From an optimization exercise on the open Yosys and OpenROAD flow, aimed at small area; shortcuts taken in it are not production practice. RTL that was checked went through simulation tests only; none was proved equivalent to the original. Only the layout flow was run in runs 4 and 5; the RTL was not checked for function there. Power figures rest on the tool's default switching activity, not on a simulated workload.

===== design/flow/run.sh =====
#!/bin/bash
# synth_recipe.tcl (not shown) runs the flow's synth.tcl, then flattens the netlist and writes it again
# the make line also repeats each setting of config.mk as NAME=value (left out here)
make -C /OpenROAD-flow-scripts/flow DESIGN_CONFIG=/design/flow/config.mk WORK_HOME=/design/flow/orfs CLKGATE_MAP_FILE= SYNTH_SCRIPT=/design/flow/synth_recipe.tcl finish

===== design/flow/config.mk =====
export PLATFORM = sky130hd
export DESIGN_NAME = GMII_MAC_RX
export DESIGN_NICKNAME = GMII_MAC_RX
export VERILOG_FILES = /design/flow/design.v
export SDC_FILE = /design/flow/constraint.sdc
export NUM_CORES = 4
export LEC_CHECK = 0
export CAP_MARGIN = 20
export CORE_MARGIN = 2
export CORE_UTILIZATION = 65
export CTS_CLUSTER_DIAMETER = 100
export CTS_CLUSTER_SIZE = 30
export SLEW_MARGIN = 20

===== design/flow/constraint.sdc =====
create_clock -name core_clock -period 8.0 [get_ports {rx_clk}]
set_input_delay 1.6000 -clock core_clock [delete_from_list [all_inputs] [get_ports {rx_clk}]]
set_output_delay 1.6000 -clock core_clock [all_outputs]
set_load 0.01 [all_outputs]

===== design/flow/design.v =====
module CRC_chk (
    input wire clk
    ,input wire [7:0] CRC_data_in
    ,input wire CRC_en           
    ,output wire CRC_match       
);
reg [31:0] F;
wire [7:0] D = CRC_data_in;
wire [7:0] nb;
assign nb[0] = F[1] ^ F[2] ^ F[4] ^ F[7] ^ F[12] ^ F[13] ^ F[16] ^ F[17] ^ F[18] ^ F[24] ^ F[25] ^ F[26] ^ F[28] ^ F[29] ^ F[30] ^ D[1] ^ D[7];
assign nb[1] = F[2] ^ F[3] ^ F[5] ^ F[8] ^ F[13] ^ F[14] ^ F[17] ^ F[18] ^ F[19] ^ F[25] ^ F[26] ^ F[27] ^ F[29] ^ F[30] ^ F[31] ^ D[0] ^ D[6];
assign nb[2] = F[0] ^ F[3] ^ F[4] ^ F[10] ^ F[14] ^ F[15] ^ F[16] ^ F[18] ^ F[19] ^ F[21] ^ F[22] ^ F[24] ^ F[25] ^ F[26] ^ D[5];
assign nb[3] = F[1] ^ F[4] ^ F[5] ^ F[11] ^ F[15] ^ F[16] ^ F[17] ^ F[19] ^ F[20] ^ F[22] ^ F[23] ^ F[25] ^ F[26] ^ F[27] ^ D[4];
assign nb[4] = F[2] ^ F[5] ^ F[6] ^ F[12] ^ F[16] ^ F[17] ^ F[18] ^ F[20] ^ F[21] ^ F[23] ^ F[24] ^ F[26] ^ F[27] ^ F[28] ^ D[3];
assign nb[5] = F[3] ^ F[6] ^ F[7] ^ F[13] ^ F[17] ^ F[18] ^ F[19] ^ F[21] ^ F[22] ^ F[24] ^ F[25] ^ F[27] ^ F[28] ^ F[29] ^ D[2];
assign nb[6] = F[4] ^ F[7] ^ F[8] ^ F[14] ^ F[18] ^ F[19] ^ F[20] ^ F[22] ^ F[23] ^ F[25] ^ F[26] ^ F[28] ^ F[29] ^ F[30] ^ D[1];
assign nb[7] = F[5] ^ F[8] ^ F[9] ^ F[15] ^ F[19] ^ F[20] ^ F[21] ^ F[23] ^ F[24] ^ F[26] ^ F[27] ^ F[29] ^ F[30] ^ F[31] ^ D[0];
wire [31:0] Fn = {F[23:0], nb};
always @(posedge clk)
    F <= CRC_en ? Fn : 32'h47830999;
assign CRC_match = CRC_en & (Fn == 32'hfc4f00b5);
endmodule
module GMII_MAC_RX #
(    
    parameter [31:0] ip1 = {8'd192, 8'd168, 8'd0, 8'd1},
    parameter [31:0] ip2 = {8'd192, 8'd168, 8'd0, 8'd2},
    parameter [31:0] ip3 = {8'd192, 8'd168, 8'd0, 8'd3},
    parameter [31:0] ip4 = {8'd192, 8'd168, 8'd1, 8'd102},
    parameter [31:0] ip5 = {8'd192, 8'd168, 8'd0, 8'd5}
) (
    input wire reset
    ,input wire rx_clk
    ,input wire [7:0] rxd
    ,input wire rxdv
    ,input wire rxer
    ,output wire [7:0] data_out
    ,output wire IP_is_matched
    ,output reg error
    ,output reg CRC_ok
);
localparam [3:0]
    SM_IDLE      = 4'd0,
    SM_PRMBL_RDY = 4'd1,
    SM_SFD       = 4'd2,
    SM_HEAD_MAC  = 4'd3,
    SM_FR_TYPE   = 4'd4,
    SM_PAYLOAD   = 4'd5,
    SM_CRC       = 4'd6,
    SM_IPG       = 4'd7,
    SM_ERROR     = 4'd8,
    SM_FR_VLAN   = 4'd9,
    SM_IP_DEST   = 4'd10;
localparam [7:0]
    PREAMBLE = 8'h55,
    START_FRAME_DELIMITER = 8'h5d;
assign data_out = rxd;
reg [3:0] st, nx;
reg [10:0] cnt;
reg [3:0] vlan_tags_cntr;
reg type_vlan;               
reg [2:0] ip_st;             
reg crc_ok_r;                
reg [2:0] crc_ok_shift;
wire crc_shift_ok = |crc_ok_shift;
wire rx55 = (rxd == PREAMBLE);
wire cnt_idle_full = cnt[2] & cnt[1] & cnt[0];               
wire cnt_head_full = cnt[3] & cnt[2] & cnt[0];               
wire cnt_two       = cnt[1];                                 
wire cnt_low       = (cnt[10:6] == 5'd0);
wire cnt_is12      = cnt_low & (cnt[5:0] == 6'd12);
wire cnt_is20      = cnt[4] & cnt[2];                        
wire cnt_max       = cnt[10] & cnt[8] & cnt[7] & cnt[6] & cnt[4] & cnt[3] & cnt[2];  
wire [5:0] payload_min = (vlan_tags_cntr == 4'd0) ? 6'd46 :
                         (vlan_tags_cntr == 4'd1) ? 6'd42 :
                         (vlan_tags_cntr == 4'd2) ? 6'd38 : 6'd34;
wire cnt_le_min = cnt_low & (cnt[5:0] <= payload_min);
always @(*) begin
    nx = SM_IDLE;
    case (st)
        SM_IDLE :
            if (rxer) nx = SM_ERROR;
            else if (cnt_idle_full) nx = SM_PRMBL_RDY;
            else nx = SM_IDLE;
        SM_PRMBL_RDY :
            if (rxer) nx = SM_ERROR;
            else if (!rx55) nx = SM_IDLE;
            else if (rxdv) nx = SM_SFD;
            else nx = SM_PRMBL_RDY;
        SM_SFD :
            if (rxer || !rxdv) nx = SM_ERROR;
            else if (rx55) nx = SM_SFD;
            else if (rxd == START_FRAME_DELIMITER) nx = SM_HEAD_MAC;
            else nx = SM_IDLE;
        SM_HEAD_MAC :
            if (rxer || !rxdv) nx = SM_ERROR;
            else if (cnt_head_full) nx = SM_FR_TYPE;
            else nx = SM_HEAD_MAC;
        SM_FR_TYPE :
            if (rxer || !rxdv) nx = SM_ERROR;
            else if (cnt_two) nx = type_vlan ? SM_FR_VLAN : SM_PAYLOAD;
            else nx = SM_FR_TYPE;
        SM_FR_VLAN :
            if (rxer || !rxdv) nx = SM_ERROR;
            else if (cnt_two) nx = SM_FR_TYPE;
            else nx = SM_FR_VLAN;
        SM_PAYLOAD :
            if (rxer) nx = SM_ERROR;
            else if (cnt_is12) nx = SM_IP_DEST;
            else if (cnt_max) nx = SM_ERROR;
            else if (!rxdv) nx = cnt_le_min ? SM_ERROR : SM_CRC;
            else nx = SM_PAYLOAD;
        SM_IP_DEST :
            if (rxer || !rxdv) nx = SM_ERROR;
            else if (cnt_is20) nx = SM_PAYLOAD;
            else nx = SM_IP_DEST;
        SM_CRC :
            if (rxer || !crc_shift_ok) nx = SM_ERROR;
            else nx = SM_IPG;
        SM_ERROR :
            nx = SM_IPG;
        default :
            nx = SM_IDLE;
    endcase
end
wire crc_en = (st == SM_HEAD_MAC) || (st == SM_FR_TYPE) || (st == SM_FR_VLAN) ||
              (st == SM_PAYLOAD) || (st == SM_IP_DEST);
wire crc_match;
CRC_chk CRC_chk_inst (
    .clk         (rx_clk),
    .CRC_data_in (rxd),
    .CRC_en      (crc_en),
    .CRC_match   (crc_match)
);
wire cnt_inc = (nx == SM_HEAD_MAC) || (nx == SM_FR_TYPE) || (nx == SM_FR_VLAN) ||
               (nx == SM_PAYLOAD) || (nx == SM_IP_DEST) || ((nx == SM_IDLE) && rx55);
wire cnt_restart = ((st == SM_HEAD_MAC) && cnt_head_full) ||
                   (((st == SM_FR_TYPE) || (st == SM_FR_VLAN)) && cnt_two);
always @(posedge rx_clk) begin
    if (reset) begin
        st <= SM_IDLE;
        cnt <= 11'd0;
        ip_st <= 3'd0;
        error <= 1'b0;
        CRC_ok <= 1'b0;
        crc_ok_r <= 1'b0;
        crc_ok_shift <= 3'd0;
    end else begin
        st <= nx;
        cnt <= cnt_inc ? (cnt_restart ? 11'd1 : cnt + 11'd1) : 11'd0;
        crc_ok_shift <= {crc_ok_shift[1:0], crc_ok_r};
        if (crc_en) crc_ok_r <= crc_match;
        else if (st == SM_IDLE) crc_ok_r <= 1'b0;
        if (nx == SM_IP_DEST) begin
            if (rxd == ip1[31:24]) ip_st <= 3'd1;
            else case (ip_st)
                3'd1: ip_st <= (rxd == ip1[23:16]) ? 3'd2 : 3'd0;
                3'd2: ip_st <= (rxd == 8'd0) ? 3'd3 : (rxd == 8'd1) ? 3'd6 : 3'd0;
                3'd3: ip_st <= (rxd == 8'd1 || rxd == 8'd2 || rxd == 8'd3 || rxd == 8'd5) ? 3'd4 : 3'd0;
                3'd6: ip_st <= (rxd == 8'd102) ? 3'd4 : 3'd0;
                default: ip_st <= 3'd0;
            endcase
        end
        if (nx == SM_PRMBL_RDY) begin
            CRC_ok <= 1'b0;
            error <= 1'b0;
        end
        if (nx == SM_IPG && crc_shift_ok) CRC_ok <= 1'b1;
        if (nx == SM_ERROR) error <= 1'b1;
    end
end
assign IP_is_matched = (ip_st == 3'd4);
always @(posedge rx_clk) begin
    if (nx == SM_IDLE) vlan_tags_cntr <= 4'd0;
    else if ((st == SM_FR_VLAN) && (nx == SM_FR_VLAN) && cnt[0])
        vlan_tags_cntr <= vlan_tags_cntr + 1'b1;
    if (nx == SM_FR_TYPE)
        type_vlan <= (st == SM_FR_TYPE) ? (type_vlan & (rxd == 8'h00)) : (rxd == 8'h81);
end
endmodule

==> impl_summary.txt, run 1 <==
----------------------------------------------------
[Critical path]
  Depth of the worst register-to-register path ... 11
  Worst reg2reg path endpoint ... cnt[1]
  Max stage delay on crit path ... 0.66 ns
  Highest fanout seen on the critical path ... 9
  Crit path arrival time ... 2.86 ns
  Combined buffer and inverter count along the critical path ... 2
  Nature of the critical path startpoint ... input port
  Cell-by-cell listing of the critical path ... clkdlybuf4s50_1 > clkdlybuf4s50_1
  CP startpoint ... rxd[7]
  Critical Path Slowest Stage Cell ... sky130_fd_sc_hd__clkdlybuf4s50_1
  Critical path's most frequent cell ... sky130_fd_sc_hd__clkdlybuf4s50_1
  Logic depth of the worst path, buffers included ... 2
  Data required time of the critical path ... 6.40 ns
  Worst Setup End Kind ... output port
  Origin of the critical flop-to-flop path ... vlan_tags_cntr[0]
  R2R setup slack ... 4.64 ns
  Worst Setup Path Type ... input port to output port
  Largest delay contributor family on the critical path ... buffers and inverters

[Detailed routing]
  Total routed wirelength ... 8980 um
  DR vias ... 3083
  Top layer reached by signal wires ... met4
  Remaining DRCs ... 0
  Final ANT Viol Nets ... 0
  Metal2 WL ... 4420 um
  Number of iterations in the first detailed-routing pass ... 6
  Average via count per standard cell ... 5.93
  Met1 layer wirelength in the final routing ... 3940 um
  Drt first-iter violations ... 246
  Routed wirelength normalized by instance count ... 17.3 um
  Routed wl met3 ... 396 um

[Pwr]
  Leakage component of the power ... 1.43 nW
  Peak VDD IR ... 236 uV
  Total power draw ... 0.00116 W
  Power density normalized to cell area ... 275 mW/mm^2

[Logic synthesis]
  Number of enable flip-flop cells after synthesis ... 1
  Post-synthesis average cell area ... 8.96 um^2
  Largest family of logic cells by synthesized area ... simple AND/OR/NAND/NOR gates
  Seq cells post-synth ... 61
  Xor-xnor portion of the synthesized cell area ... 0.198
  Instance count of the mapped netlist ... 434
  Number of warnings printed during yosys synthesis ... 2
  Register area share after synthesis ... 0.317
  Post-Synth Adder-Cell Area ... 0.0322
  Multiplexer share of the synthesized area ... 0.0132
  Post-Syn Nets ... 456
  Top flip-flop cell by instance count after synthesis ... sky130_fd_sc_hd__dfxtp_1
  Area contributors post-synth ... sky130_fd_sc_hd__dfxtp_1 31%, sky130_fd_sc_hd__xnor2_1 16%, sky130_fd_sc_hd__nor2_1 3.4%
  Compound-Gate Fraction of Synth Area ... 0.127
  Synth Area in Simple Gates ... 0.248
  Unique cell type count in the Yosys netlist ... 71
  Share of synthesized registers carrying an async set or reset ... 0
  Proportion of netlist area held by the largest area contributor ... 0.309
  Cell type with the largest total area after synthesis ... sky130_fd_sc_hd__dfxtp_1
  Area of the mapped netlist ... 0.00389 mm^2

[STA]
  Number of hold violations in the final report ... 0
  Relative slew slack ... 0.335
  Post-Route Hold Slack ... 0.469 ns
  Layout Skew ... 0.0104 ns
  Share of the cycle needed by the critical path after routing ... 0.558
  Unrepaired setup endpoints after global routing ... false
  Fin crit period ... 4.46 ns
  Total negative slack ... 0 ns
  Finish-stage setup viols ... 0
  Maximum clock rate ... 224 MHz
  Number of max-slew violations in the final report ... 0
  Transition at the pin with the smallest max-transition slack ... 0.998 ns

[CTS]
  CTS root buffer ... sky130_fd_sc_hd__clkbuf_8
  Total CTS buffers ... 9
  Clock net sink count ... 61
  CTS tree ... done
  Number of instances resized during post-cts repair ... 0
  Latest clock arrival within the worst-skew pair ... 0.35 ns
  Register clock-pin slew on the reported worst setup and hold paths ... 0.08 ns
  Hold_buf cts ... 0
  Maximum buffer depth of the clock tree ... 2
  Total number of H-tree levels ... 3
  Number of buffers inserted to repair setup after CTS ... 0

[Worst hold path]
  Tightest Hold Check Type ... register to register
  Sink of the worst hold path ... crc_ok_shift[1]
  Worst Hold Depth ... 1
  Hold Startpoint ... crc_ok_shift[0]

[Finish]
  Total Nets Final ... 462
  Final design instance area without fill ... 0.00423 mm^2
  Growth of design area from synthesis to finish ... 8.62%
  Count of filler cells inserted in the layout ... 461
  Most common library cell in the layout ignoring fill and taps ... sky130_fd_sc_hd__xnor2_1
  Most frequent cells in the layout ... 69 x sky130_fd_sc_hd__xnor2_1, 60 x sky130_fd_sc_hd__dfxtp_1, 35 x sky130_fd_sc_hd__nor2_1
  Area taken by flip-flops and latches ... 0.00123 mm^2
  Final instance count without filler cells ... 520
  Area of the multi-input gates ... 0.00242 mm^2
  Antenna fix cells ... 0
  Share of cells above drive strength 1 ... 0.110

[Placed design]
  Placed instance area ... 0.00402 mm^2
  Post-DP HPWL ... 6450 um
  RD Place Congestion ... 0.898
  Cell Count Post-Placement ... 504
  # port buffers ... 22

[GRT]
  Global-route wire length before repair ... 14300 um
  Remaining global-route overflow ... 0
  Initial antenna violation count ... 0
  Pin count of the biggest net entering global routing ... 34
  Total track usage ... 0.291
  Vias in the first global route ... 2928

[Floorplan]
  Horiz. Die Dim ... 81.4 um
  Area of the core ... 0.00585 mm^2
  Initial Utilization ... 0.665
  Die H ... 81.4 um
  Count of pins on the block boundary ... 23
  Site Rows ... 28
  Die ar. ... 0.00662 mm^2

[Run]
  Number of violations of the max-capacitance limit ... 0

[Run status]
  Result of the run ... no timing/DRC/antenna violations

----------------------------------------------------
[stage by stage]
step / setup slack, ns / utilization
floorplan: 4.67 / -
global route: 3.51 / 0.722
finish: 3.54 / 0.722
global placement: 3.57 / 0.685
detailed placement: 3.56 / 0.686
CTS: 3.55 / 0.722
[how the worst max path moves through the flow]
| stage | endpoint | slack (ns) |
|---|---|---|
| finish | data_out[7] | 3.54 |
| global route | data_out[7] | 3.51 |
| CTS | data_out[3] | 3.55 |
| detailed placement | data_out[3] | 3.56 |
| global placement | data_out[7] | 3.57 |
| floorplan | cnt[1] | 4.67 |
[logic make-up (layout without fill, tap and decap cells)]
group,count (synthesis),in the layout
AOI/OAI and AO/OA,67,67
muxes,5,5
DFF,61,61
and+or+nand+nor,166,166
buffers and inverters,41,52
adders and majority gates,10,10
xor gates and xnor gates,84,84
[synthesized netlist by cell type (3+ instances only)]
cell / n
sky130_fd_sc_hd__a211oi_1: 4
sky130_fd_sc_hd__inv_1: 14
sky130_fd_sc_hd__nand3b_1: 3
sky130_fd_sc_hd__buf_2: 3
sky130_fd_sc_hd__ha_1: 10
sky130_fd_sc_hd__nand3_1: 14
sky130_fd_sc_hd__xor2_1: 12
sky130_fd_sc_hd__nor2b_1: 19
sky130_fd_sc_hd__a21oi_1: 20
sky130_fd_sc_hd__nor2_1: 35
sky130_fd_sc_hd__o21ai_0: 10
sky130_fd_sc_hd__clkbuf_1: 8
sky130_fd_sc_hd__nor4_1: 3
sky130_fd_sc_hd__a2bb2oi_1: 3
sky130_fd_sc_hd__or2_2: 10
sky130_fd_sc_hd__clkbuf_8: 4
sky130_fd_sc_hd__nand4_1: 8
sky130_fd_sc_hd__buf_6: 3
sky130_fd_sc_hd__nand2b_1: 8
sky130_fd_sc_hd__dfxtp_1: 60
sky130_fd_sc_hd__nand2_1: 20
sky130_fd_sc_hd__mux2i_1: 4
sky130_fd_sc_hd__o211ai_1: 3
sky130_fd_sc_hd__or3_1: 5
sky130_fd_sc_hd__nor3_1: 10
sky130_fd_sc_hd__xnor2_1: 69
sky130_fd_sc_hd__nor3b_1: 5
sky130_fd_sc_hd__and4b_1: 3
sky130_fd_sc_hd__and2b_2: 3
sky130_fd_sc_hd__buf_4: 8
sky130_fd_sc_hd__nor4b_1: 4
[cell type report]
type                    instances  share of cell area
flip-flops and latches         61               0.291
well taps                      75              0.0222
clock inverters                 6              0.0169
inverters                      14              0.0124
repair buffers                 22              0.0521
clock buffers                  10              0.0326
multi-input cells             332               0.572
[layer usage]
metal | vias up | global-route usage
met4 | 0 | 0.108
met1 | 1463 | 0.356
met2 | 82 | 0.489
met3 | 24 | 0.0756
met5 | - | 0
li1 | 1514 | -
[state kept, by name, summed over array words and instances, names as in the netlist]
register and flops:
cnt 11, CRC_chk_inst.F 32, error 1, CRC_ok 1, type_vlan 1, st 4
ip_st 3, vlan_tags_cntr 4, crc_ok_r 1, crc_ok_shift 3
[power by group]
| group | internal [W] | total [W] | switching (W) |
|---|---|---|---|
| Clock | 0.000154 | 0.000291 | 0.000137 |
| Sequential | 0.000338 | 0.000380 | 0.0000425 |
| Combinational | 0.000233 | 0.000489 | 0.000256 |
| Total | 0.000725 | 0.00116 | 0.000435 |
==> run 2, diff against run 1 <==
--- a/design/flow/config.mk
+++ b/design/flow/config.mk
@@ -9,5 +9,6 @@
 export CORE_MARGIN = 2
-export CORE_UTILIZATION = 65
-export CTS_CLUSTER_DIAMETER = 100
-export CTS_CLUSTER_SIZE = 30
+export CORE_UTILIZATION = 40
+export CTS_BUF_LIST = sky130_fd_sc_hd__clkbuf_8
+export CTS_CLUSTER_DIAMETER = 500
+export CTS_CLUSTER_SIZE = 100
 export SLEW_MARGIN = 20
==> run 2 against run 1 <==
Net effect: register-to-register slack better by 0.03 ns; die area is 59% higher; critical path depth stayed put; first-iteration DRC count is 48% lower; maximum frequency is 0.14% lower.
==> impl_summary.txt, run 2 <==
----------------------------------------------------
[Run status]
  Result of the run ... no timing/DRC/antenna violations

[STA]
  Maximum clock rate ... 224 MHz (-0.14%)
  Relative slew slack ... 0.357 (+0.0224)
  Share of the cycle needed by the critical path after routing ... 0.558 (+0.000774)
  Number of hold violations in the final report ... 0 (unchanged)
  Transition at the pin with the smallest max-transition slack ... 0.956 ns (-0.0418 ns)
  Number of max-slew violations in the final report ... 0 (unchanged)
  Layout Skew ... 0.0167 ns (+0.00639 ns)
  Minimum setup slack in the final design ... 3.53 ns (-0.00619 ns)
  Total negative slack ... 0 ns (unchanged)
  Unrepaired setup endpoints after global routing ... false
  Finish-stage setup viols ... 0 (unchanged)
  Fin crit period ... 4.47 ns (+0.00619 ns)

[Floorplan]
  Site Rows ... 35 (+25%)
  Horiz. Die Dim ... 103 um (+26%)
  Area of the core ... 0.00933 mm^2 (+59%)
  Die ar. ... 0.0105 mm^2 (+59%)
  Die H ... 103 um (+26%)
  Count of pins on the block boundary ... 23 (unchanged)
  Initial Utilization ... 0.417 (-0.248)

[Pwr]
  Peak VDD IR ... 128 uV (-46%)
  Sequential share of power ... 0.334 (+0.006)
  Net load switching power ... 0.000422 W (-3.0%)
  Switching share of total power ... 0.371 (-0.00445)
  Combinational cell fraction of total power ... 0.421 (about the same)
  Fraction of power consumed by the clock network ... 0.245 (-0.006)
  Power density normalized to cell area ... 266 mW/mm^2 (-3.1%)
  Leakage component of the power ... 1.43 nW (about the same)
  Internal power ... 0.000717 W (-1.1%)

[Detailed routing]
  Drt first-iter violations ... 129 (-48%)
  DR vias ... 2971 (-3.6%)
  Final ANT Viol Nets ... 0 (unchanged)
  Routed wirelength normalized by instance count ... 15.0 um (-13%)
  Average via count per standard cell ... 5.17 (-13%)
  Number of iterations in the first detailed-routing pass ... 4 (-2)
  Remaining DRCs ... 0 (unchanged)
  Total routed wirelength ... 8610 um (-4.1%)

[Critical path]
  Depth of the worst register-to-register path ... 11 (unchanged)
  Nature of the critical path startpoint ... input port
  Critical path's most frequent cell ... sky130_fd_sc_hd__clkdlybuf4s50_1
  Combined buffer and inverter count along the critical path ... 2 (unchanged)
  Worst Setup End Kind ... output port
  R2R setup slack ... 4.67 ns (+0.03 ns)
  Data required time of the critical path ... 6.40 ns (about the same)
  Crit path arrival time ... 2.87 ns (about the same)
  Highest fanout seen on the critical path ... 8 (-1)
  Max stage delay on crit path ... 0.66 ns (about the same)
  Largest delay contributor family on the critical path ... buffers and inverters
  Origin of the critical flop-to-flop path ... vlan_tags_cntr[0]
  Worst reg2reg path endpoint ... cnt[1]
  Critical Path Slowest Stage Cell ... sky130_fd_sc_hd__clkdlybuf4s50_1
  Cell-by-cell listing of the critical path ... clkdlybuf4s50_1 > clkdlybuf4s50_1
  Worst Setup Path Type ... input port to output port

[Logic synthesis]
  Proportion of netlist area held by the largest area contributor ... 0.309 (unchanged)
  Register area share after synthesis ... 0.317 (unchanged)
  Unique cell type count in the Yosys netlist ... 71 (unchanged)
  Post-synthesis average cell area ... 8.96 um^2 (unchanged)
  Share of synthesized registers carrying an async set or reset ... 0 (unchanged)
  Cell type with the largest total area after synthesis ... sky130_fd_sc_hd__dfxtp_1
  Area of the mapped netlist ... 0.00389 mm^2 (unchanged)
  Top flip-flop cell by instance count after synthesis ... sky130_fd_sc_hd__dfxtp_1
  Area contributors post-synth ... sky130_fd_sc_hd__dfxtp_1 31%, sky130_fd_sc_hd__xnor2_1 16%, sky130_fd_sc_hd__nor2_1 3.4%
  Library cell with the highest instance count after synthesis ... sky130_fd_sc_hd__xnor2_1
  Number of warnings printed during yosys synthesis ... 2 (unchanged)
  Seq cells post-synth ... 61 (unchanged)
  Number of enable flip-flop cells after synthesis ... 1 (unchanged)
  Post-Syn Nets ... 456 (unchanged)
  Instance count of the mapped netlist ... 434 (unchanged)
  Cell types with the highest counts after synthesis ... 69 x sky130_fd_sc_hd__xnor2_1, 60 x sky130_fd_sc_hd__dfxtp_1, 35 x sky130_fd_sc_hd__nor2_1, 20 x sky130_fd_sc_hd__a21oi_1, 20 x sky130_fd_sc_hd__nand2_1

[Worst hold path]
  Tightest Hold Check Type ... register to register
  Hold Startpoint ... crc_ok_shift[0]
  Sink of the worst hold path ... crc_ok_shift[1]
  Worst Hold Depth ... 1 (unchanged)

[Placed design]
  # port buffers ... 22 (unchanged)
  Dpl ws ... 3.53 ns (-0.0257 ns)
  Cell Count Post-Placement ... 559 (+11%)
  Placed instance area ... 0.00408 mm^2 (+1.7%)
  Post-DP HPWL ... 6440 um (-0.21%)
  RD Place Congestion ... 0.907 (+1.0%)

[GRT]
  Vias in the first global route ... 2884 (-1.5%)
  Global-route wire length before repair ... 14300 um (-0.15%)
  Pin count of the biggest net entering global routing ... 34 (unchanged)
  Remaining global-route overflow ... 0 (unchanged)
  Total track usage ... 0.174 (-0.117)
  Initial antenna violation count ... 0 (unchanged)

[Finish]
  Final core utilization ... 0.459 (-0.263)
  Most frequent cells in the layout ... 69 x sky130_fd_sc_hd__xnor2_1, 60 x sky130_fd_sc_hd__dfxtp_1, 35 x sky130_fd_sc_hd__nor2_1
  Growth of design area from synthesis to finish ... 10.1%
  Final design instance area without fill ... 0.00428 mm^2 (+1.3%)
  Count of filler cells inserted in the layout ... 904 (+96%)
  Final instance count without filler cells ... 575 (+11%)
  Antenna fix cells ... 0 (unchanged)
  Most common library cell in the layout ignoring fill and taps ... sky130_fd_sc_hd__xnor2_1
  Most flops, register ... CRC_chk_inst.F
  Share of cells above drive strength 1 ... 0.112 (+0.00200)
  Total Nets Final ... 463 (+0.22%)
  Number of flip-flops under the largest register name ... 32 (unchanged)
  Registers with the most flip-flops ... CRC_chk_inst.F x32, cnt x11
  Area of the multi-input gates ... 0.00241 mm^2 (-0.31%)
  Area taken by flip-flops and latches ... 0.00123 mm^2 (unchanged)

[CTS]
  Number of buffers inserted to repair setup after CTS ... 0 (unchanged)
  Register clock-pin slew on the reported worst setup and hold paths ... 0.08 ns (about the same)
  Number of instances resized during post-cts repair ... 0 (unchanged)
  Maximum buffer depth of the clock tree ... 2 (unchanged)
  Latest clock arrival within the worst-skew pair ... 0.35 ns (about the same)
  CTS root buffer ... sky130_fd_sc_hd__clkbuf_8
  Total number of H-tree levels ... 3 (unchanged)
  Total CTS buffers ... 9 (unchanged)
  Hold_buf cts ... 0 (unchanged)
  Clock net sink count ... 61 (unchanged)
  CTS tree ... done

[Run]
  Number of violations of the max-capacitance limit ... 0 (unchanged)

----------------------------------------------------
run 2: changes by cell type in the layout (fill, tap and decap cells not counted), sizes merged:
cell	before	now
clkbuf	10	9
buf	0	1
inv	15	16
run 2: layer usage:
metal  track usage  vias up  share of wire  wire length (um)
li1              -     1506              -                 -
met1         0.232     1384           0.47              4080
met2         0.282       68           0.46              4000
met3        0.0332       13          0.044               375
met4        0.0595        0          0.017               149
met5             0        -              0                 0
run 2: worst max path at each step:
stage	from	end	slack, ns	cells after the start
2_1_floorplan	rxd[3]	cnt[1]	4.67	8
3_3_place_gp	rxd[7]	data_out[7]	3.56	2
3_5_place_dp	rxd[3]	data_out[3]	3.53	2
4_1_cts	rxd[3]	data_out[3]	3.53	2
5_1_grt	rxd[7]	data_out[7]	3.49	2
6_report	rxd[6]	data_out[6]	3.53	2
run 2: layout make-up:
class                   instances  area share
clock inverters                 7      0.0172
inverters                      14      0.0123
well taps                     129      0.0377
flip-flops and latches         61       0.288
multi-input cells             332       0.563
clock buffers                   9      0.0289
repair buffers                 23      0.0532
run 2: power by group through the flow:
stage | Sequential, W | Combinational, W | Clock (W)
after global placement | 0.000386 | 0.000482 | 0
final | 0.000380 | 0.000480 | 0.000279
after floorplan | 0.000368 | 0.000402 | 0
after CTS | 0.000380 | 0.000484 | 0.000287
after detailed placement | 0.000386 | 0.000478 | 0
after global routing | 0.000385 | 0.000525 | 0.000299
run 2: worst reg2reg max path: cells and delay by family (launching register included):
kind | cells | cell delay, ns
buffers and inverters | 1 | 0.09
AO/OA/AOI/OAI | 8 | 2.18
adder cells (fa/ha/maj) | 2 | 0.48
flip-flops | 1 | 0.43
run 2: through the flow:
stage                     power, W  hold slack (ns)
after detailed placement  0.000864            0.458
after global routing       0.00121            0.461
after CTS                  0.00115            0.458
after global placement    0.000868            0.455
after floorplan           0.000769            0.439
final                      0.00114            0.453
run 2: kinds of logic (layout without fill, tap and decap cells):
| group | Yosys count | in the layout | synth area share |
|---|---|---|---|
| simple gates | 166 | 166 | 0.248 |
| xor+xnor | 84 | 84 | 0.198 |
| compound gates | 67 | 67 | 0.127 |
| flops | 61 | 61 | 0.317 |
| buf+inv | 41 | 53 | 0.0646 |
| fa+ha+maj | 10 | 10 | 0.0322 |
| mux | 5 | 5 | 0.0132 |
==> run 3, diff against run 2 <==
--- a/design/flow/config.mk
+++ b/design/flow/config.mk
@@ -10,5 +10,2 @@
 export CORE_UTILIZATION = 40
-export CTS_BUF_LIST = sky130_fd_sc_hd__clkbuf_8
-export CTS_CLUSTER_DIAMETER = 500
-export CTS_CLUSTER_SIZE = 100
 export SLEW_MARGIN = 20
==> run 3 against run 2 <==
Net effect: non-clock buffer count did not move; sequential cell count did not move; cell area did not move; first-iteration DRC count stayed put; still clean; clock skew is the same; critical path type unchanged; maximum frequency unchanged; combinational power about the same; sequential power about the same; setup slack unchanged; final cell count unchanged; register-to-register slack is essentially flat.
==> impl_summary.txt, run 3 <==
----------------------------------------------------
[Finish]
  Share of cells above drive strength 1 ... 0.112 (unchanged)
  Area of the multi-input gates ... 0.00241 mm^2 (unchanged)
  Final instance count without filler cells ... 575 (unchanged)
  Antenna fix cells ... 0 (unchanged)
  Number of flip-flops under the largest register name ... 32 (unchanged)
  Registers with the most flip-flops ... CRC_chk_inst.F x32, cnt x11
  Total Nets Final ... 463 (unchanged)
  Most common library cell in the layout ignoring fill and taps ... sky130_fd_sc_hd__xnor2_1
  Count of filler cells inserted in the layout ... 904 (unchanged)
  Most flops, register ... CRC_chk_inst.F
  Most frequent cells in the layout ... 69 x sky130_fd_sc_hd__xnor2_1, 60 x sky130_fd_sc_hd__dfxtp_1, 35 x sky130_fd_sc_hd__nor2_1
  Final design instance area without fill ... 0.00428 mm^2 (unchanged)
  Growth of design area from synthesis to finish ... 10.1% (unchanged)
  Area taken by flip-flops and latches ... 0.00123 mm^2 (unchanged)

[Placed design]
  RD Place Congestion ... 0.907 (unchanged)
  # port buffers ... 22 (unchanged)
  Post-DP HPWL ... 6440 um (unchanged)
  Cell Count Post-Placement ... 559 (unchanged)
  Placed instance area ... 0.00408 mm^2 (unchanged)

[CTS]
  Hold_buf cts ... 0 (unchanged)
  Latest clock arrival within the worst-skew pair ... 0.35 ns (about the same)
  Number of instances resized during post-cts repair ... 0 (unchanged)
  Total number of H-tree levels ... 3 (unchanged)
  CTS root buffer ... sky130_fd_sc_hd__clkbuf_8
  Clock net sink count ... 61 (unchanged)
  Maximum buffer depth of the clock tree ... 2 (unchanged)
  Register clock-pin slew on the reported worst setup and hold paths ... 0.08 ns (about the same)
  Number of buffers inserted to repair setup after CTS ... 0 (unchanged)
  Total CTS buffers ... 9 (unchanged)
  CTS tree ... done

[STA]
  Fin crit period ... 4.47 ns (unchanged)
  Transition at the pin with the smallest max-transition slack ... 0.956 ns (unchanged)
  Share of the cycle needed by the critical path after routing ... 0.558 (unchanged)
  Unrepaired setup endpoints after global routing ... false
  Relative slew slack ... 0.357 (unchanged)
  Maximum clock rate ... 224 MHz (unchanged)
  Layout Skew ... 0.0167 ns (unchanged)
  Number of hold violations in the final report ... 0 (unchanged)
  Finish-stage setup viols ... 0 (unchanged)
  Total negative slack ... 0 ns (unchanged)
  Number of max-slew violations in the final report ... 0 (unchanged)

[Critical path]
  Origin of the critical flop-to-flop path ... vlan_tags_cntr[0]
  Worst Setup Path Type ... input port to output port
  Nature of the critical path startpoint ... input port
  Worst reg2reg path endpoint ... cnt[1]
  Largest delay contributor family on the critical path ... buffers and inverters
  Combined buffer and inverter count along the critical path ... 2 (unchanged)
  Crit path arrival time ... 2.87 ns (about the same)
  Critical path's most frequent cell ... sky130_fd_sc_hd__clkdlybuf4s50_1
  Highest fanout seen on the critical path ... 8 (unchanged)
  Data required time of the critical path ... 6.40 ns (about the same)
  Cell-by-cell listing of the critical path ... clkdlybuf4s50_1 > clkdlybuf4s50_1
  Worst Setup End Kind ... output port
  Depth of the worst register-to-register path ... 11 (unchanged)
  Max stage delay on crit path ... 0.66 ns (about the same)
  Critical Path Slowest Stage Cell ... sky130_fd_sc_hd__clkdlybuf4s50_1
  R2R setup slack ... 4.67 ns (about the same)

[Logic synthesis]
  Number of enable flip-flop cells after synthesis ... 1 (unchanged)
  Cell type with the largest total area after synthesis ... sky130_fd_sc_hd__dfxtp_1
  Unique cell type count in the Yosys netlist ... 71 (unchanged)
  Post-synthesis average cell area ... 8.96 um^2 (unchanged)
  Number of warnings printed during yosys synthesis ... 2 (unchanged)
  Area of the mapped netlist ... 0.00389 mm^2 (unchanged)
  Register area share after synthesis ... 0.317 (unchanged)
  Share of synthesized registers carrying an async set or reset ... 0 (unchanged)
  Library cell with the highest instance count after synthesis ... sky130_fd_sc_hd__xnor2_1
  Instance count of the mapped netlist ... 434 (unchanged)
  Seq cells post-synth ... 61 (unchanged)
  Proportion of netlist area held by the largest area contributor ... 0.309 (unchanged)
  Area contributors post-synth ... sky130_fd_sc_hd__dfxtp_1 31%, sky130_fd_sc_hd__xnor2_1 16%, sky130_fd_sc_hd__nor2_1 3.4%
  Cell types with the highest counts after synthesis ... 69 x sky130_fd_sc_hd__xnor2_1, 60 x sky130_fd_sc_hd__dfxtp_1, 35 x sky130_fd_sc_hd__nor2_1, 20 x sky130_fd_sc_hd__a21oi_1, 20 x sky130_fd_sc_hd__nand2_1
  Post-Syn Nets ... 456 (unchanged)
  Top flip-flop cell by instance count after synthesis ... sky130_fd_sc_hd__dfxtp_1

[Pwr]
  Peak VDD IR ... 128 uV (unchanged)
  Net load switching power ... 0.000422 W (unchanged)
  Fraction of power consumed by the clock network ... 0.245 (about the same)
  Power density normalized to cell area ... 266 mW/mm^2 (unchanged)
  Combinational cell fraction of total power ... 0.421 (about the same)
  Switching share of total power ... 0.371 (unchanged)
  Leakage component of the power ... 1.43 nW (unchanged)
  Internal power ... 0.000717 W (unchanged)
  Sequential share of power ... 0.334 (about the same)

[Run]
  Number of violations of the max-capacitance limit ... 0 (unchanged)

[Run status]
  Result of the run ... no timing/DRC/antenna violations

[Worst hold path]
  Sink of the worst hold path ... crc_ok_shift[1]
  Tightest Hold Check Type ... register to register
  Worst Hold Depth ... 1 (unchanged)
  Hold Startpoint ... crc_ok_shift[0]

[GRT]
  Pin count of the biggest net entering global routing ... 34 (unchanged)
  Global-route wire length before repair ... 14300 um (unchanged)
  Vias in the first global route ... 2884 (unchanged)
  Initial antenna violation count ... 0 (unchanged)
  Total track usage ... 0.174 (unchanged)
  Remaining global-route overflow ... 0 (unchanged)

[Floorplan]
  Site Rows ... 35 (unchanged)
  Area of the core ... 0.00933 mm^2 (unchanged)
  Horiz. Die Dim ... 103 um (unchanged)
  Die ar. ... 0.0105 mm^2 (unchanged)
  Die H ... 103 um (unchanged)
  Initial Utilization ... 0.417 (unchanged)
  Count of pins on the block boundary ... 23 (unchanged)

[Detailed routing]
  Total routed wirelength ... 8610 um (unchanged)
  Average via count per standard cell ... 5.17 (unchanged)
  Remaining DRCs ... 0 (unchanged)
  DR vias ... 2971 (unchanged)
  Drt first-iter violations ... 129 (unchanged)
  Routed wirelength normalized by instance count ... 15.0 um (unchanged)
  Final ANT Viol Nets ... 0 (unchanged)
  Number of iterations in the first detailed-routing pass ... 4 (unchanged)

----------------------------------------------------
run 3: cell counts after synthesis:
No cell type changed its count.
run 3: logic make-up after synthesis:
logic type,share of synthesized area
flip-flops,0.317
adder cells (fa/ha/maj),0.0322
AO/OA/AOI/OAI,0.127
buffers and inverters,0.0646
AND/OR/NAND/NOR,0.248
XOR/XNOR,0.198
multiplexers,0.0132
run 3: routing by layer:
layer	wire length, um	GRT usage
met3	375	0.0332
met4	149	0.0595
met2	4000	0.282
met5	0	0
met1	4080	0.232
run 3: final cells by class:
| cell class | instances | share of cell area |
|---|---|---|
| Timing Repair Buffer | 23 | 0.0532 |
| Sequential cell | 61 | 0.288 |
| Multi-Input combinational cell | 332 | 0.563 |
| Tap cell | 129 | 0.0377 |
| Clock inverter | 7 | 0.0172 |
| Clock buffer | 9 | 0.0289 |
| Inverter | 14 | 0.0123 |
run 3: power by group through the flow:
stage | registers [W] | logic (W) | clock network, W
after floorplan | 0.000368 | 0.000402 | 0
after global placement | 0.000386 | 0.000482 | 0
after global routing | 0.000385 | 0.000525 | 0.000299
after detailed placement | 0.000386 | 0.000478 | 0
final | 0.000380 | 0.000480 | 0.000279
after CTS | 0.000380 | 0.000484 | 0.000287
run 3: worst max-delay path by stage:
| stage | startpoint | endpoint | slack [ns] | cells after the start |
|---|---|---|---|---|
| 2_1_floorplan | rxd[3] | cnt[1] | 4.67 | 8 |
| 6_report | rxd[6] | data_out[6] | 3.53 | 2 |
| 3_3_place_gp | rxd[7] | data_out[7] | 3.56 | 2 |
| 3_5_place_dp | rxd[3] | data_out[3] | 3.53 | 2 |
| 4_1_cts | rxd[3] | data_out[3] | 3.53 | 2 |
| 5_1_grt | rxd[7] | data_out[7] | 3.49 | 2 |
run 3: through the flow:
step / hold WS (ns) / setup WS, ns / total power (W) / utilization
6_report: 0.453 / 3.53 / 0.00114 / 0.459
5_1_grt: 0.461 / 3.49 / 0.00121 / 0.459
4_1_cts: 0.458 / 3.53 / 0.00115 / 0.459
3_5_place_dp: 0.458 / 3.53 / 0.000864 / 0.438
3_3_place_gp: 0.455 / 3.56 / 0.000868 / 0.438
2_1_floorplan: 0.439 / 4.67 / 0.000769 / -
==> run 4, diff against run 3 <==
--- a/design/flow/design.v
+++ b/design/flow/design.v
@@ -4,2 +4,3 @@
     ,input wire CRC_en           
+    ,input wire CRC_first        
     ,output wire CRC_match       
@@ -8,2 +9,3 @@
 wire [7:0] D = CRC_data_in;
+wire first = CRC_first;
 wire [7:0] nb;
@@ -11,12 +13,12 @@
 assign nb[1] = F[2] ^ F[3] ^ F[5] ^ F[8] ^ F[13] ^ F[14] ^ F[17] ^ F[18] ^ F[19] ^ F[25] ^ F[26] ^ F[27] ^ F[29] ^ F[30] ^ F[31] ^ D[0] ^ D[6];
-assign nb[2] = F[0] ^ F[3] ^ F[4] ^ F[10] ^ F[14] ^ F[15] ^ F[16] ^ F[18] ^ F[19] ^ F[21] ^ F[22] ^ F[24] ^ F[25] ^ F[26] ^ D[5];
-assign nb[3] = F[1] ^ F[4] ^ F[5] ^ F[11] ^ F[15] ^ F[16] ^ F[17] ^ F[19] ^ F[20] ^ F[22] ^ F[23] ^ F[25] ^ F[26] ^ F[27] ^ D[4];
-assign nb[4] = F[2] ^ F[5] ^ F[6] ^ F[12] ^ F[16] ^ F[17] ^ F[18] ^ F[20] ^ F[21] ^ F[23] ^ F[24] ^ F[26] ^ F[27] ^ F[28] ^ D[3];
-assign nb[5] = F[3] ^ F[6] ^ F[7] ^ F[13] ^ F[17] ^ F[18] ^ F[19] ^ F[21] ^ F[22] ^ F[24] ^ F[25] ^ F[27] ^ F[28] ^ F[29] ^ D[2];
-assign nb[6] = F[4] ^ F[7] ^ F[8] ^ F[14] ^ F[18] ^ F[19] ^ F[20] ^ F[22] ^ F[23] ^ F[25] ^ F[26] ^ F[28] ^ F[29] ^ F[30] ^ D[1];
-assign nb[7] = F[5] ^ F[8] ^ F[9] ^ F[15] ^ F[19] ^ F[20] ^ F[21] ^ F[23] ^ F[24] ^ F[26] ^ F[27] ^ F[29] ^ F[30] ^ F[31] ^ D[0];
+assign nb[2] = F[0] ^ F[3] ^ F[4] ^ F[10] ^ F[14] ^ F[15] ^ F[16] ^ F[18] ^ F[19] ^ F[21] ^ F[22] ^ F[24] ^ F[25] ^ F[26] ^ D[5] ^ first;
+assign nb[3] = F[1] ^ F[4] ^ F[5] ^ F[11] ^ F[15] ^ F[16] ^ F[17] ^ F[19] ^ F[20] ^ F[22] ^ F[23] ^ F[25] ^ F[26] ^ F[27] ^ D[4] ^ first;
+assign nb[4] = F[2] ^ F[5] ^ F[6] ^ F[12] ^ F[16] ^ F[17] ^ F[18] ^ F[20] ^ F[21] ^ F[23] ^ F[24] ^ F[26] ^ F[27] ^ F[28] ^ D[3] ^ first;
+assign nb[5] = F[3] ^ F[6] ^ F[7] ^ F[13] ^ F[17] ^ F[18] ^ F[19] ^ F[21] ^ F[22] ^ F[24] ^ F[25] ^ F[27] ^ F[28] ^ F[29] ^ D[2] ^ first;
+assign nb[6] = F[4] ^ F[7] ^ F[8] ^ F[14] ^ F[18] ^ F[19] ^ F[20] ^ F[22] ^ F[23] ^ F[25] ^ F[26] ^ F[28] ^ F[29] ^ F[30] ^ D[1] ^ first;
+assign nb[7] = F[5] ^ F[8] ^ F[9] ^ F[15] ^ F[19] ^ F[20] ^ F[21] ^ F[23] ^ F[24] ^ F[26] ^ F[27] ^ F[29] ^ F[30] ^ F[31] ^ D[0] ^ first;
 wire [31:0] Fn = {F[23:0], nb};
 always @(posedge clk)
-    F <= CRC_en ? Fn : 32'h47830999;
-assign CRC_match = CRC_en & (Fn == 32'hfc4f00b5);
+    F <= {F[23:0], CRC_en ? nb : 8'h00};
+assign CRC_match = (Fn == 32'hfc4f00b5);
 endmodule
@@ -131,2 +133,3 @@
     .CRC_en      (crc_en),
+    .CRC_first   ((st == SM_HEAD_MAC) && !cnt[3] && !(cnt[2] && (cnt[1] || cnt[0]))),
     .CRC_match   (crc_match)
==> design/flow/flow/run.sh (new file) <==
#!/bin/bash
# Standard layout, unchanged (used to look at the flow's inputs).
set -e
bash standard.sh > standard.log 2>&1
==> design/flow/standard.sh (new file) <==
#!/bin/bash
# synth_recipe.tcl (not shown) runs the flow's synth.tcl, then flattens the netlist and writes it again
# the make line also repeats each setting of config.mk as NAME=value (left out here)
make -C /OpenROAD-flow-scripts/flow DESIGN_CONFIG=/design/flow/config.mk WORK_HOME=/design/flow/orfs CLKGATE_MAP_FILE= SYNTH_SCRIPT=/design/flow/synth_recipe.tcl "${@:-finish}"
removed: design/flow/run.sh
==> run 4 against run 3 <==
Net effect: power grew 22%; first-iteration DRC count grew 29%; clock power shrank 12%; clock skew shrank 0.0066 ns; largest cell class unchanged; routed wire length is essentially flat; maximum frequency shrank 0.42%; synthesized cell count shrank 3.2%; die area shrank 5.4%; final cell count shrank 5.7%; still clean on timing, DRC and antenna; count of clock-buffer cells in the layout is the same; cell area shrank 4.6%.
==> impl_summary.txt, run 4 <==
----------------------------------------------------
[Finish]
  Most common library cell in the layout ignoring fill and taps ... sky130_fd_sc_hd__xnor2_1
  Total Nets Final ... 451 (-2.6%)
  Share of cells above drive strength 1 ... 0.0876 (-0.0246)
  Final core utilization ... 0.464 (+0.00460)
  Most flops, register ... CRC_chk_inst.F
  Growth of design area from synthesis to finish ... 11.1%
  Registers with the most flip-flops ... CRC_chk_inst.F x32, cnt x11
  Number of flip-flops under the largest register name ... 32 (unchanged)
  Most frequent cells in the layout ... 62 x sky130_fd_sc_hd__xnor2_1, 60 x sky130_fd_sc_hd__dfxtp_1, 46 x sky130_fd_sc_hd__nor2_1
  Antenna fix cells ... 0 (unchanged)
  Count of filler cells inserted in the layout ... 855 (-5.4%)

[Logic synthesis]
  Unique cell type count in the Yosys netlist ... 58 (-18%)
  Number of warnings printed during yosys synthesis ... 2 (unchanged)
  Cell types with the highest counts after synthesis ... 62 x sky130_fd_sc_hd__xnor2_1, 60 x sky130_fd_sc_hd__dfxtp_1, 46 x sky130_fd_sc_hd__nor2_1, 17 x sky130_fd_sc_hd__o21ai_0
  Area of the mapped netlist ... 0.00367 mm^2 (-5.6%)
  Top flip-flop cell by instance count after synthesis ... sky130_fd_sc_hd__dfxtp_1
  Library cell with the highest instance count after synthesis ... sky130_fd_sc_hd__xnor2_1
  Number of enable flip-flop cells after synthesis ... 1 (unchanged)
  Area contributors post-synth ... sky130_fd_sc_hd__dfxtp_1 33%, sky130_fd_sc_hd__xnor2_1 15%, sky130_fd_sc_hd__nor2_1 4.7%
  Post-synthesis average cell area ... 8.75 um^2 (-2.4%)
  Cell type with the largest total area after synthesis ... sky130_fd_sc_hd__dfxtp_1
  Instance count of the mapped netlist ... 420 (-3.2%)
  Seq cells post-synth ... 61 (unchanged)
  Share of synthesized registers carrying an async set or reset ... 0 (unchanged)
  Register area share after synthesis ... 0.335 (+0.0186)
  Post-Syn Nets ... 442 (-3.1%)
  Proportion of netlist area held by the largest area contributor ... 0.327 (+0.0182)

[CTS]
  CTS root buffer ... sky130_fd_sc_hd__clkbuf_8
  Maximum buffer depth of the clock tree ... 2 (unchanged)
  Number of buffers inserted to repair setup after CTS ... 0 (unchanged)
  Hold_buf cts ... 0 (unchanged)
  Number of instances resized during post-cts repair ... 0 (unchanged)
  Latest clock arrival within the worst-skew pair ... 0.34 ns (about the same)
  Register clock-pin slew on the reported worst setup and hold paths ... 0.08 ns (about the same)
  Total number of H-tree levels ... 3 (unchanged)
  CTS tree ... done
  Total CTS buffers ... 9 (unchanged)
  Clock net sink count ... 61 (unchanged)

[Detailed routing]
  Number of iterations in the first detailed-routing pass ... 4 (unchanged)
  DR vias ... 2903 (-2.3%)
  Average via count per standard cell ... 5.36 (+3.7%)
  Final ANT Viol Nets ... 0 (unchanged)
  Total routed wirelength ... 8610 um (about the same)
  Routed wirelength normalized by instance count ... 15.9 um (+6.1%)
  Remaining DRCs ... 0 (unchanged)
  Drt first-iter violations ... 167 (+29%)

[Worst hold path]
  Tightest Hold Check Type ... register to register
  Hold Startpoint ... CRC_chk_inst.F[12]

[STA]
  Layout Skew ... 0.0102 ns (-0.00657 ns)
  Total negative slack ... 0 ns (unchanged)
  Fin crit period ... 4.49 ns (+0.0188 ns)
  Relative slew slack ... 0.372 (+0.0142)
  Number of max-slew violations in the final report ... 0 (unchanged)
  Number of hold violations in the final report ... 0 (unchanged)
  Transition at the pin with the smallest max-transition slack ... 0.940 ns (-0.0160 ns)
  Unrepaired setup endpoints after global routing ... false
  Finish-stage setup viols ... 0 (unchanged)
  Maximum clock rate ... 223 MHz (-0.42%)
  Share of the cycle needed by the critical path after routing ... 0.561 (+0.00235)

[Critical path]
  Critical Path Slowest Stage Cell ... sky130_fd_sc_hd__clkdlybuf4s50_1
  Worst Setup Path Type ... input port to output port
  Crit path arrival time ... 2.89 ns (+0.02 ns)
  Data required time of the critical path ... 6.40 ns (about the same)
  Origin of the critical flop-to-flop path ... vlan_tags_cntr[0]
  Highest fanout seen on the critical path ... 9 (+1)
  Cell-by-cell listing of the critical path ... clkdlybuf4s50_1 > clkdlybuf4s50_1
  Max stage delay on crit path ... 0.68 ns (+0.02 ns)
  Combined buffer and inverter count along the critical path ... 2 (unchanged)
  Worst Setup End Kind ... output port
  Nature of the critical path startpoint ... input port
  Largest delay contributor family on the critical path ... buffers and inverters
  CP startpoint ... rxd[6]
  Critical path's most frequent cell ... sky130_fd_sc_hd__clkdlybuf4s50_1

[Floorplan]
  Die H ... 99.8 um (-2.7%)
  Initial Utilization ... 0.417 (about the same)
  Area of the core ... 0.00881 mm^2 (-5.6%)
  Site Rows ... 34 (-2.9%)
  Die ar. ... 0.00997 mm^2 (-5.4%)
  Count of pins on the block boundary ... 23 (unchanged)
  Horiz. Die Dim ... 99.8 um (-2.7%)

[Pwr]
  Leakage component of the power ... 1.41 nW (-1.4%)
  Total power draw ... 0.00139 W (+22%)
  Power density normalized to cell area ... 341 mW/mm^2 (+28%)
  Peak VDD IR ... 229 uV (+79%)

[GRT]
  Total track usage ... 0.185 (+0.0110)
  Vias in the first global route ... 2850 (-1.2%)
  Remaining global-route overflow ... 0 (unchanged)
  Global-route wire length before repair ... 14500 um (+1.6%)
  Initial antenna violation count ... 0 (unchanged)
  Pin count of the biggest net entering global routing ... 26 (-24%)

[Run]
  Number of violations of the max-capacitance limit ... 0 (unchanged)

[Placed design]
  Post-DP HPWL ... 6490 um (+0.82%)
  RD Place Congestion ... 0.871 (-4.0%)
  # port buffers ... 22 (unchanged)

[Run status]
  Result of the run ... no timing/DRC/antenna violations

----------------------------------------------------
[run 4: path summary, 6_finish.rpt]
kind	end	slack, ns	cells after the start
max	data_out[6]	3.51	2
min	CRC_chk_inst.F[20]	0.38	0
max reg2reg	cnt[0]	4.57	11
min reg2reg	CRC_chk_inst.F[20]	0.38	0
[run 4: final cells by class]
cell class	count	area, um^2	area share
flip-flops and latches	61	1230	0.302
multi-input cells	322	2270	0.556
repair buffers	23	228	0.0558
inverters	12	45.0	0.0110
well taps	108	135	0.0331
clock buffers	9	124	0.0303
clock inverters	7	51.3	0.0126
[run 4: report_power, final]
part / internal (W) / switching [W]
Sequential: 0.000355 / 0.0000595
Combinational: 0.000372 / 0.000361
Clock: 0.000114 / 0.000132
[run 4: metrics by stage]
| step | setup WS [ns] | std cells | instance area (um^2) | hold WS [ns] |
|---|---|---|---|---|
| global placement | 3.52 | 526 | 3910 | 0.370 |
| detailed placement | 3.48 | 526 | 3910 | 0.370 |
| global route | 3.48 | 542 | 4080 | 0.394 |
| finish | 3.51 | 542 | 4080 | 0.380 |
| floorplan | 4.46 | 420 | 3670 | 0.351 |
| CTS | 3.51 | 542 | 4080 | 0.382 |
[run 4: per-layer routing]
metal  track usage  up-vias  share of wire
li1              -     1474              -
met3        0.0299       17          0.029
met4        0.0717        0          0.021
met1         0.260     1366           0.50
met5             0        -              0
met2         0.285       46           0.45
[run 4: cells by family (layout without fill, tap and decap cells)]
logic type | count (synthesis) | in the layout | share of synthesized area
AO/OA/AOI/OAI | 62 | 62 | 0.113
buffers and inverters | 37 | 51 | 0.0473
flip-flops | 61 | 61 | 0.335
multiplexers | 4 | 4 | 0.0112
XOR/XNOR | 80 | 80 | 0.202
AND/OR/NAND/NOR | 166 | 166 | 0.257
adder cells (fa/ha/maj) | 10 | 10 | 0.0341
==> run 5, diff against run 4 <==
--- a/design/flow/design.v
+++ b/design/flow/design.v
@@ -11,10 +11,10 @@
 wire [7:0] nb;
-assign nb[0] = F[1] ^ F[2] ^ F[4] ^ F[7] ^ F[12] ^ F[13] ^ F[16] ^ F[17] ^ F[18] ^ F[24] ^ F[25] ^ F[26] ^ F[28] ^ F[29] ^ F[30] ^ D[1] ^ D[7];
-assign nb[1] = F[2] ^ F[3] ^ F[5] ^ F[8] ^ F[13] ^ F[14] ^ F[17] ^ F[18] ^ F[19] ^ F[25] ^ F[26] ^ F[27] ^ F[29] ^ F[30] ^ F[31] ^ D[0] ^ D[6];
-assign nb[2] = F[0] ^ F[3] ^ F[4] ^ F[10] ^ F[14] ^ F[15] ^ F[16] ^ F[18] ^ F[19] ^ F[21] ^ F[22] ^ F[24] ^ F[25] ^ F[26] ^ D[5] ^ first;
-assign nb[3] = F[1] ^ F[4] ^ F[5] ^ F[11] ^ F[15] ^ F[16] ^ F[17] ^ F[19] ^ F[20] ^ F[22] ^ F[23] ^ F[25] ^ F[26] ^ F[27] ^ D[4] ^ first;
-assign nb[4] = F[2] ^ F[5] ^ F[6] ^ F[12] ^ F[16] ^ F[17] ^ F[18] ^ F[20] ^ F[21] ^ F[23] ^ F[24] ^ F[26] ^ F[27] ^ F[28] ^ D[3] ^ first;
-assign nb[5] = F[3] ^ F[6] ^ F[7] ^ F[13] ^ F[17] ^ F[18] ^ F[19] ^ F[21] ^ F[22] ^ F[24] ^ F[25] ^ F[27] ^ F[28] ^ F[29] ^ D[2] ^ first;
-assign nb[6] = F[4] ^ F[7] ^ F[8] ^ F[14] ^ F[18] ^ F[19] ^ F[20] ^ F[22] ^ F[23] ^ F[25] ^ F[26] ^ F[28] ^ F[29] ^ F[30] ^ D[1] ^ first;
-assign nb[7] = F[5] ^ F[8] ^ F[9] ^ F[15] ^ F[19] ^ F[20] ^ F[21] ^ F[23] ^ F[24] ^ F[26] ^ F[27] ^ F[29] ^ F[30] ^ F[31] ^ D[0] ^ first;
+assign nb[0] = F[0] ^ F[7] ^ F[12] ^ F[14] ^ F[17] ^ F[21] ^ F[26] ^ F[28] ^ F[29] ^ F[31] ^ D[2] ^ D[4] ^ D[5] ^ D[7];
+assign nb[1] = F[0] ^ F[2] ^ F[7] ^ F[11] ^ F[12] ^ F[15] ^ F[16] ^ F[17] ^ F[18] ^ F[19] ^ F[21] ^ F[23] ^ F[25] ^ F[28] ^ F[30] ^ D[0] ^ D[1] ^ D[4] ^ D[7];
+assign nb[2] = F[1] ^ F[2] ^ F[3] ^ F[6] ^ F[7] ^ F[9] ^ F[12] ^ F[15] ^ F[16] ^ F[20] ^ F[23] ^ F[25] ^ F[27] ^ F[28] ^ D[2] ^ D[7];
+assign nb[3] = F[0] ^ F[1] ^ F[3] ^ F[6] ^ F[7] ^ F[11] ^ F[12] ^ F[17] ^ F[21] ^ F[27] ^ F[28] ^ F[29] ^ D[2] ^ D[6] ^ D[7] ^ first;
+assign nb[4] = F[2] ^ F[4] ^ F[6] ^ F[7] ^ F[9] ^ F[12] ^ F[15] ^ F[19] ^ F[23] ^ F[27] ^ F[31] ^ D[1] ^ D[3];
+assign nb[5] = F[0] ^ F[1] ^ F[4] ^ F[5] ^ F[9] ^ F[11] ^ F[16] ^ F[24] ^ F[25] ^ F[26] ^ F[31] ^ D[4] ^ D[6];
+assign nb[6] = F[1] ^ F[2] ^ F[6] ^ F[7] ^ F[8] ^ F[12] ^ F[16] ^ F[26] ^ F[27] ^ F[29] ^ D[4] ^ D[5] ^ D[7] ^ first;
+assign nb[7] = F[0] ^ F[1] ^ F[2] ^ F[4] ^ F[5] ^ F[6] ^ F[9] ^ F[10] ^ F[11] ^ F[18] ^ F[21] ^ F[23] ^ F[27] ^ D[0] ^ D[4];
 wire [31:0] Fn = {F[23:0], nb};
@@ -22,3 +22,3 @@
     F <= {F[23:0], CRC_en ? nb : 8'h00};
-assign CRC_match = (Fn == 32'hfc4f00b5);
+assign CRC_match = (Fn == 32'h489800b9);
 endmodule
==> design/flow/run.sh (new file) <==
#!/bin/bash
# synth_recipe.tcl (not shown) runs the flow's synth.tcl, then flattens the netlist and writes it again
# the make line also repeats each setting of config.mk as NAME=value (left out here)
make -C /OpenROAD-flow-scripts/flow DESIGN_CONFIG=/design/flow/config.mk WORK_HOME=/design/flow/orfs CLKGATE_MAP_FILE= SYNTH_SCRIPT=/design/flow/synth_recipe.tcl finish
removed: design/flow/flow/run.sh
removed: design/flow/standard.sh
==> run 5 against run 4 <==
Net effect: final cell count is 5.4% lower; critical path depth stayed put; still clean; power is 3.4% lower; global-route usage is 1.1 points lower; register-to-register slack worse by 0.13 ns; critical path type unchanged; utilization is 0.84 points lower; sequential cell count stayed put; cell area is 3.7% lower; area after synthesis is 3.9% lower; count of clock-buffer cells in the layout stayed put.
==> impl_summary.txt, run 5 <==
----------------------------------------------------
[Placed design]
  Post-DP HPWL ... 6030 um (-7.1%)
  RD Place Congestion ... 0.895 (+2.8%)
  # port buffers ... 22 (unchanged)
  Dpl ws ... 3.26 ns (-0.228 ns)
  Placed instance area ... 0.00374 mm^2 (-4.2%)

[Detailed routing]
  Drt first-iter violations ... 110 (-34%)
  DR vias ... 2764 (-4.8%)
  Routed wirelength normalized by instance count ... 15.8 um (-0.48%)
  Average via count per standard cell ... 5.39 (+0.59%)
  Total routed wirelength ... 8110 um (-5.8%)
  Number of iterations in the first detailed-routing pass ... 4 (unchanged)
  Final ANT Viol Nets ... 0 (unchanged)
  Remaining DRCs ... 0 (unchanged)

[Critical path]
  Max stage delay on crit path ... 0.73 ns (+0.05 ns)
  Critical path's most frequent cell ... sky130_fd_sc_hd__clkdlybuf4s50_1
  Combined buffer and inverter count along the critical path ... 2 (unchanged)
  Nature of the critical path startpoint ... input port
  Cell-by-cell listing of the critical path ... clkdlybuf4s50_1 > clkdlybuf4s50_1
  Crit path arrival time ... 2.96 ns (+0.07 ns)
  Worst Setup End Kind ... output port
  Largest delay contributor family on the critical path ... buffers and inverters
  Worst Setup Path Type ... input port to output port
  Critical Path Slowest Stage Cell ... sky130_fd_sc_hd__clkdlybuf4s50_1
  Data required time of the critical path ... 6.40 ns (about the same)
  Highest fanout seen on the critical path ... 10 (+1)

[Logic synthesis]
  Cell type with the largest total area after synthesis ... sky130_fd_sc_hd__dfxtp_1
  Seq cells post-synth ... 61 (unchanged)
  Number of enable flip-flop cells after synthesis ... 1 (unchanged)
  Post-Syn Nets ... 415 (-6.1%)
  Proportion of netlist area held by the largest area contributor ... 0.340 (+0.0132)
  Unique cell type count in the Yosys netlist ... 67 (+16%)
  Post-synthesis average cell area ... 8.98 um^2 (+2.7%)
  Number of warnings printed during yosys synthesis ... 2 (unchanged)
  Area of the mapped netlist ... 0.00353 mm^2 (-3.9%)
  Instance count of the mapped netlist ... 393 (-6.4%)
  Area contributors post-synth ... sky130_fd_sc_hd__dfxtp_1 34%, sky130_fd_sc_hd__xnor2_1 15%, sky130_fd_sc_hd__nor2_1 4.5%
  Share of synthesized registers carrying an async set or reset ... 0 (unchanged)
  Library cell with the highest instance count after synthesis ... sky130_fd_sc_hd__dfxtp_1
  Register area share after synthesis ... 0.349 (+0.0135)
  Top flip-flop cell by instance count after synthesis ... sky130_fd_sc_hd__dfxtp_1
  Cell types with the highest counts after synthesis ... 60 x sky130_fd_sc_hd__dfxtp_1, 59 x sky130_fd_sc_hd__xnor2_1, 42 x sky130_fd_sc_hd__nor2_1, 19 x sky130_fd_sc_hd__nand3_1, 18 x sky130_fd_sc_hd__xor2_1

[Finish]
  Most common library cell in the layout ignoring fill and taps ... sky130_fd_sc_hd__dfxtp_1
  Final design instance area without fill ... 0.00393 mm^2 (-3.7%)
  Most frequent cells in the layout ... 60 x sky130_fd_sc_hd__dfxtp_1, 59 x sky130_fd_sc_hd__xnor2_1, 42 x sky130_fd_sc_hd__nor2_1
  Growth of design area from synthesis to finish ... 11.3%
  Most flops, register ... CRC_chk_inst.F
  Number of flip-flops under the largest register name ... 32 (unchanged)
  Share of cells above drive strength 1 ... 0.0765 (-0.0110)
  Antenna fix cells ... 0 (unchanged)
  Total Nets Final ... 422 (-6.4%)
  Registers with the most flip-flops ... CRC_chk_inst.F x32, cnt x11

[STA]
  Minimum setup slack in the final design ... 3.44 ns (-0.0741 ns)
  Number of hold violations in the final report ... 0 (unchanged)
  Total negative slack ... 0 ns (unchanged)
  Unrepaired setup endpoints after global routing ... false
  Post-Route Hold Slack ... 0.355 ns (-0.0254 ns)
  Maximum clock rate ... 219 MHz (-1.6%)
  Relative slew slack ... 0.356 (-0.0156)
  Layout Skew ... 0.0111 ns (+0.000958 ns)
  Share of the cycle needed by the critical path after routing ... 0.570 (+0.00926)
  Finish-stage setup viols ... 0 (unchanged)
  Fin crit period ... 4.56 ns (+0.0741 ns)
  Transition at the pin with the smallest max-transition slack ... 0.963 ns (+0.0233 ns)
  Number of max-slew violations in the final report ... 0 (unchanged)

[GRT]
  Pin count of the biggest net entering global routing ... 22 (-15%)
  Total track usage ... 0.174 (-0.0108)
  Remaining global-route overflow ... 0 (unchanged)
  Global-route wire length before repair ... 13500 um (-7.3%)
  Vias in the first global route ... 2737 (-4.0%)
  Initial antenna violation count ... 0 (unchanged)

[CTS]
  Number of instances resized during post-cts repair ... 0 (unchanged)
  Clock net sink count ... 61 (unchanged)
  CTS tree ... done
  Number of buffers inserted to repair setup after CTS ... 0 (unchanged)
  Latest clock arrival within the worst-skew pair ... 0.35 ns (about the same)
  CTS root buffer ... sky130_fd_sc_hd__clkbuf_8
  Total CTS buffers ... 9 (unchanged)
  Register clock-pin slew on the reported worst setup and hold paths ... 0.09 ns (about the same)
  Maximum buffer depth of the clock tree ... 2 (unchanged)
  Hold_buf cts ... 0 (unchanged)
  Total number of H-tree levels ... 3 (unchanged)

[Run status]
  Result of the run ... no timing/DRC/antenna violations

[Pwr]
  Fraction of power consumed by the clock network ... 0.198 (+0.022)
  Sequential share of power ... 0.321 (+0.024)
  Combinational cell fraction of total power ... 0.481 (-0.046)
  Net load switching power ... 0.000536 W (-3.0%)
  Peak VDD IR ... 204 uV (-11%)
  Internal power ... 0.000810 W (-3.7%)
  Power density normalized to cell area ... 342 mW/mm^2 (+0.34%)
  Leakage component of the power ... 1.37 nW (-2.5%)
  Switching share of total power ... 0.398 (+0.00175)

[Run]
  Number of violations of the max-capacitance limit ... 0 (unchanged)

[Floorplan]
  Die H ... 98.0 um (-1.9%)
  Count of pins on the block boundary ... 23 (unchanged)
  Horiz. Die Dim ... 98.0 um (-1.9%)
  Die ar. ... 0.00960 mm^2 (-3.7%)
  Site Rows ... 34 (unchanged)
  Initial Utilization ... 0.409 (-0.00830)
  Area of the core ... 0.00864 mm^2 (-1.9%)

[Worst hold path]
  Tightest Hold Check Type ... register to register

----------------------------------------------------
-- run 5: metrics by stage --
step / instances / utilization / power, W
4_1_cts: 513 / 0.455 / 0.00136
3_5_place_dp: 497 / 0.433 / 0.00108
6_report: 513 / 0.455 / 0.00135
5_1_grt: 513 / 0.455 / 0.00144
2_1_floorplan: 393 / - / 0.000974
3_3_place_gp: 497 / 0.433 / 0.00108
-- run 5: worst register-to-register path: stages (launching register included) --
cell and delay (ns):
sky130_fd_sc_hd__dfxtp_1 0.38, sky130_fd_sc_hd__inv_1 0.10, sky130_fd_sc_hd__ha_1 0.21, sky130_fd_sc_hd__o21ai_0 0.17, sky130_fd_sc_hd__ha_1 0.26, sky130_fd_sc_hd__a211o_1 0.32
sky130_fd_sc_hd__a22oi_1 0.25, sky130_fd_sc_hd__o21ai_0 0.14, sky130_fd_sc_hd__o211ai_1 0.31, sky130_fd_sc_hd__a22o_4 0.25, sky130_fd_sc_hd__o21ai_2 0.08, sky130_fd_sc_hd__a2111oi_4 0.82
sky130_fd_sc_hd__nor3_1 0.14
-- run 5: cell families (layout without fill, tap and decap cells) --
kind of cell / after synthesis / count (layout) / synth area share
adder cells (fa/ha/maj): 10 / 10 / 0.0354
buffers and inverters: 39 / 51 / 0.0546
AO/OA/AOI/OAI: 45 / 45 / 0.0989
XOR/XNOR: 78 / 78 / 0.197
multiplexers: 3 / 3 / 0.00850
AND/OR/NAND/NOR: 157 / 157 / 0.257
flip-flops: 61 / 61 / 0.349
-- run 5: worst paths after layout --
check | depth (start not counted) | slack, ns | endpoint | startpoint
max | 2 | 3.44 | data_out[3] | rxd[3]
min | 0 | 0.35 | CRC_chk_inst.F[30] | CRC_chk_inst.F[22]
max reg2reg | 12 | 4.44 | cnt[9] | vlan_tags_cntr[0]
min reg2reg | 0 | 0.35 | CRC_chk_inst.F[30] | CRC_chk_inst.F[22]
-- run 5: final cells by class --
type | instances | area (um^2)
clock buffers | 9 | 124
clock inverters | 7 | 65.1
fillers | 847 | 4700
inverters | 13 | 48.8
multi-input cells | 293 | 2110
flip-flops and latches | 61 | 1230
well taps | 108 | 135
repair buffers | 22 | 220
-- run 5: power by group through the flow --
stage / Combinational [W] / Clock (W) / Sequential (W)
after floorplan: 0.000563 / 0 / 0.000411
after global placement: 0.000641 / 0 / 0.000441
after detailed placement: 0.000641 / 0 / 0.000441
after CTS: 0.000651 / 0.000273 / 0.000433
after global routing: 0.000712 / 0.000286 / 0.000441
final: 0.000648 / 0.000266 / 0.000432
-- run 5: routing by layer --
metal  track usage  vias to the layer above  part of all wire
li1              -                     1374                 -
met1         0.239                     1300              0.48
met2         0.266                       72              0.44
met3        0.0394                       18             0.045
met4        0.0684                        0             0.027
met5             0                        -                 0

-- what the ideal ports hide --
No port has a modelled driver above. Below, the same layouts with a new extraction and two added sets of constraints.
Step 1 sets driving cells, clkbuf_16 on the clock port and buf_2 on the other inputs (assumed; they add their load-dependent delay and slew).
Step 2 also shifts input and output timing later by t, the mid clock arrival at the registers, as if the neighbouring blocks saw the same clock.
Slacks: ideal ports / drivers / drivers and shift; pairs: ideal ports / drivers.
| run | t, ns | setup WS [ns] |
|---|---|---|
| run 1 | 0.376 | 3.540 / 3.515 / 3.515 |
| run 2 | 0.374 | 3.534 / 3.509 / 3.509 |
| run 3 | 0.374 | 3.534 / 3.509 / 3.509 |
| run 4 | 0.371 | 3.515 / 3.492 / 3.461 |
| run 5 | 0.373 | 3.441 / 3.407 / 3.244 |
After both steps every run listed still meets setup and hold.
